Source: an optimization exercise on an open RTL-to-GDS flow (aim: small area and a short achievable clock period). Production flows keep margins and buffers that such runs may drop. The RTL was checked by simulation tests, not by an equivalence proof against the original design. Power figures rest on the tool's default switching activity, not on a simulated workload.

== north ==
Design cpu, start of the top module:
module cpu (
    input clk,
    input reset,
    output reg [31:0] iaddr,
    input [31:0] idata,
    output reg [31:0] daddr,
    input [31:0] drdata,
    output reg [31:0] dwdata,
    output reg [3:0] dwe,
    output [32*32-1:0] registers
);
    genvar r, c;
    reg  [31:0] pc;
    wire [31:0] x [0:31];        
    generate
        for (r = 0; r < 32; r = r + 1) begin : g_out
            assign registers[32*r +: 32] = x[r];
        end
    endgenerate
    wire [4:0] op  = idata[6:2];
    wire [2:0] f3  = idata[14:12];
    wire       f7b = idata[30];
    wire [4:0] rd  = idata[11:7];
    wire [4:0] ra  = idata[19:15];
    wire [4:0] rb  = idata[24:20];
    wire is_load   = ~op[4] & ~op[3] & ~op[2];
    wire is_store  = ~op[4] &  op[3] & ~op[2];
    wire is_branch =  op[4] & ~op[0];
    wire is_jal    =  op[4] &  op[1];
    wire is_jalr   =  op[4] &  op[0] & ~op[1];
    wire is_alu    = ~op[4] &  op[2] & ~op[0];    
    wire is_op     = is_alu & op[3];
    wire is_lui    = ~op[4] &  op[3] & op[2] & op[0];
    wire is_auipc  = ~op[4] & ~op[3] & op[2] & op[0];
    wire writes_rd = ~(is_store | is_branch);
    wire [31:0] imm_i = {{20{idata[31]}}, idata[31:20]};
    wire [31:0] imm_s = {{20{idata[31]}}, idata[31:25], idata[11:7]};
    wire [31:0] imm_b = {{20{idata[31]}}, idata[7], idata[30:25], idata[11:8], 1'b0};
    wire [31:0] imm_u = {idata[31:12], 12'b0};
    wire [31:0] imm_j = {{12{idata[31]}}, idata[19:12], idata[20], idata[30:21], 1'b0};
    wire [31:0] rs1, rs2;
    wire [31:1] sa0, sb0, sa1, sb1;  
    wire [7:0]  ra_hi_n, rb_hi_n;
    wire [3:0]  ra_lo_n, rb_lo_n;
    rf_predecode u_pa (.r(ra), .hi_n(ra_hi_n), .lo_n(ra_lo_n));
    rf_predecode u_pb (.r(rb), .hi_n(rb_hi_n), .lo_n(rb_lo_n));
    generate
        for (r = 1; r < 32; r = r + 1) begin : g_sel
            g_nor2 u_sa0 (.a(ra_hi_n[r >> 2]), .b(ra_lo_n[r & 3]), .y(sa0[r]));
            g_nor2 u_sb0 (.a(rb_hi_n[r >> 2]), .b(rb_lo_n[r & 3]), .y(sb0[r]));
            g_nor2_hi u_sa1 (.a(ra_hi_n[r >> 2]), .b(ra_lo_n[r & 3]), .y(sa1[r]));
            g_nor2_hi u_sb1 (.a(rb_hi_n[r >> 2]), .b(rb_lo_n[r & 3]), .y(sb1[r]));
        end
        for (r = 0; r < 32; r = r + 1) begin : g_rd
            wire [31:1] col;
            wire [31:1] sa = (r < 16) ? sa0 : sa1;
  ...
Size: roughly 5900 cells after synthesis, about 0.054 mm² of cells after synthesis.
Settings: LEC_CHECK=0, CAP_MARGIN=40, CORE_MARGIN=2, CORE_UTILIZATION=30, CTS_BUF_LIST=sky130_fd_sc_hd__clkbuf_8, CTS_CLUSTER_DIAMETER=50, CTS_CLUSTER_SIZE=16, PLACE_DENSITY=0.5, SETUP_SLACK_MARGIN=4.5, SLEW_MARGIN=20, SYNTH_HIERARCHICAL=1, TNS_END_PERCENT=10; clock period 12.0 ns.
standard.sh (not shown) runs the stock make flow with config.mk's settings and CLKGATE_MAP_FILE= SYNTH_SCRIPT=/design/flow/synth_recipe.tcl, a recipe that flattens the netlist after the stock synthesis.
==> flow/flow/run.sh <==
#!/bin/bash
# Standard ORFS layout (the standard.sh) with four changes: the port
# buffers use the smallest buffer cell, global routing reserves more of
# met1/met2 (flow/fastroute.tcl) so that detailed routing converges sooner,
# clock tree synthesis adds no dummy loads, and timing repair may resize
# cells to other footprints at every stage (the platform allows that only
# after global routing).
set -euo pipefail
HERE=$(pwd)
bash standard.sh BUFFER_PORTS_ARGS="-buffer_cell sky130_fd_sc_hd__buf_1" \
    FASTROUTE_TCL="$HERE/flow/fastroute.tcl" \
    CTS_ARGS="-sink_clustering_enable -repair_clock_nets -dont_use_dummy_load -buf_list sky130_fd_sc_hd__clkbuf_8 -sink_clustering_size 16 -sink_clustering_max_diameter 50" \
    MATCH_CELL_FOOTPRINT=0 \
    finish > make_finish.log 2>&1
==> flow/flow/fastroute.tcl <==
# Global routing resources: leave more of met1 and met2 free than the
# platform default, so that more wiring goes to the upper layers.
set_global_routing_layer_adjustment met1 0.5
set_global_routing_layer_adjustment met2 0.3
set_global_routing_layer_adjustment met3-$::env(MAX_ROUTING_LAYER) 0.15

set_routing_layers -clock $::env(MIN_CLK_ROUTING_LAYER)-$::env(MAX_ROUTING_LAYER)
set_routing_layers -signal $::env(MIN_ROUTING_LAYER)-$::env(MAX_ROUTING_LAYER)
Every stage of the flow completed for north, and the final layout passed the timing, design-rule and antenna checks.
What south does differently from north at the input level:
Settings: CORE_UTILIZATION: 30 -> 26.
Findings:
Lower post-cts resize count goes to north over south.
Compared with north, south shows a higher transition time of the tightest slew-check pin.
Looking at slowest library cell on the worst path, the sky130_fd_sc_hd__a222oi_1 result is from south; the sky130_fd_sc_hd__nand4_1 one comes from north.
Layout cell share with drive strength beyond 1 sits higher in south than in north.
[inputs] east vs south
Settings: changing PLACE_DENSITY from 0.5 to 0.6; changing CORE_UTILIZATION from 26 to 36.
==> comparison <==
Against south, final-layout clock buffer total in east fell by more than 10%. Peak fanout along the critical path sits higher in east than in south. Comparing east and south, the lower weighted congestion reported at the end of routability-driven placement is on east. Between south and east, the number of iterations in the first detailed-routing pass figures differ only marginally. Looking at filler-free cell count of the finished design, east sits 855 below south. Taking south as the reference, in east clock share of power fell 2.6 points; number of nets in the final layout fell about 1.2%; multi-input logic portion of the cell area rose 1.4 points; deepest level of the CTS H-tree fell 1; initial antenna violation count rose 7. east completed every stage of the flow, and the final layout passed the timing, design-rule and antenna checks. Run comparison: south timing endpoint of the critical path daddr[28]; east timing endpoint of the critical path daddr[18]. The final reports for east and south show max-slew headroom at the worst pin higher in the former.
## Diff of input files: west against east
Settings: PLACE_DENSITY now 0.55, was 0.6; GPL_ROUTABILITY_DRIVEN now 0, previously not set; CORE_UTILIZATION now 30, was 36.
Between east and west, the flow reports area of all placed cells without fillers increasing slightly.
When west is set beside east, its fraction of area in multi-input gates turns out to be 0.70 points smaller.
west reports a lower aggregate global-route resource usage than east does.

## separate check: timing with driven ports
How much do the figures lean on ideal ports? The routed layouts below were timed once more, with nothing changed but the port constraints. Step 1, drivers: a clkbuf_16 drives clk and a buf_2 each remaining input, both assumed. Step 2 also shifts input and output timing later by t, the mid clock arrival at the registers, as if the neighbouring blocks saw the same clock. Slacks: ideal ports / drivers / drivers and shift; pairs: ideal ports / drivers.
| run | t (ns) | slack for setup (ns) | worst data-port slew with drivers (ns) |
|---|---|---|---|
| north | 1.018 | 3.714 / 3.659 / 3.373 | 0.07 |
| south | 1.054 | 3.461 / 3.390 / 3.241 | 0.12 |
| east | 0.961 | 3.652 / 3.579 / 3.399 | 0.10 |
| west | 0.995 | 3.558 / 3.531 / 3.366 | 0.08 |
After both steps every run listed still meets setup and hold. For north, which loses most, drivers alone change the setup slack by -0.055 ns; drivers and shift together by -0.341 ns.
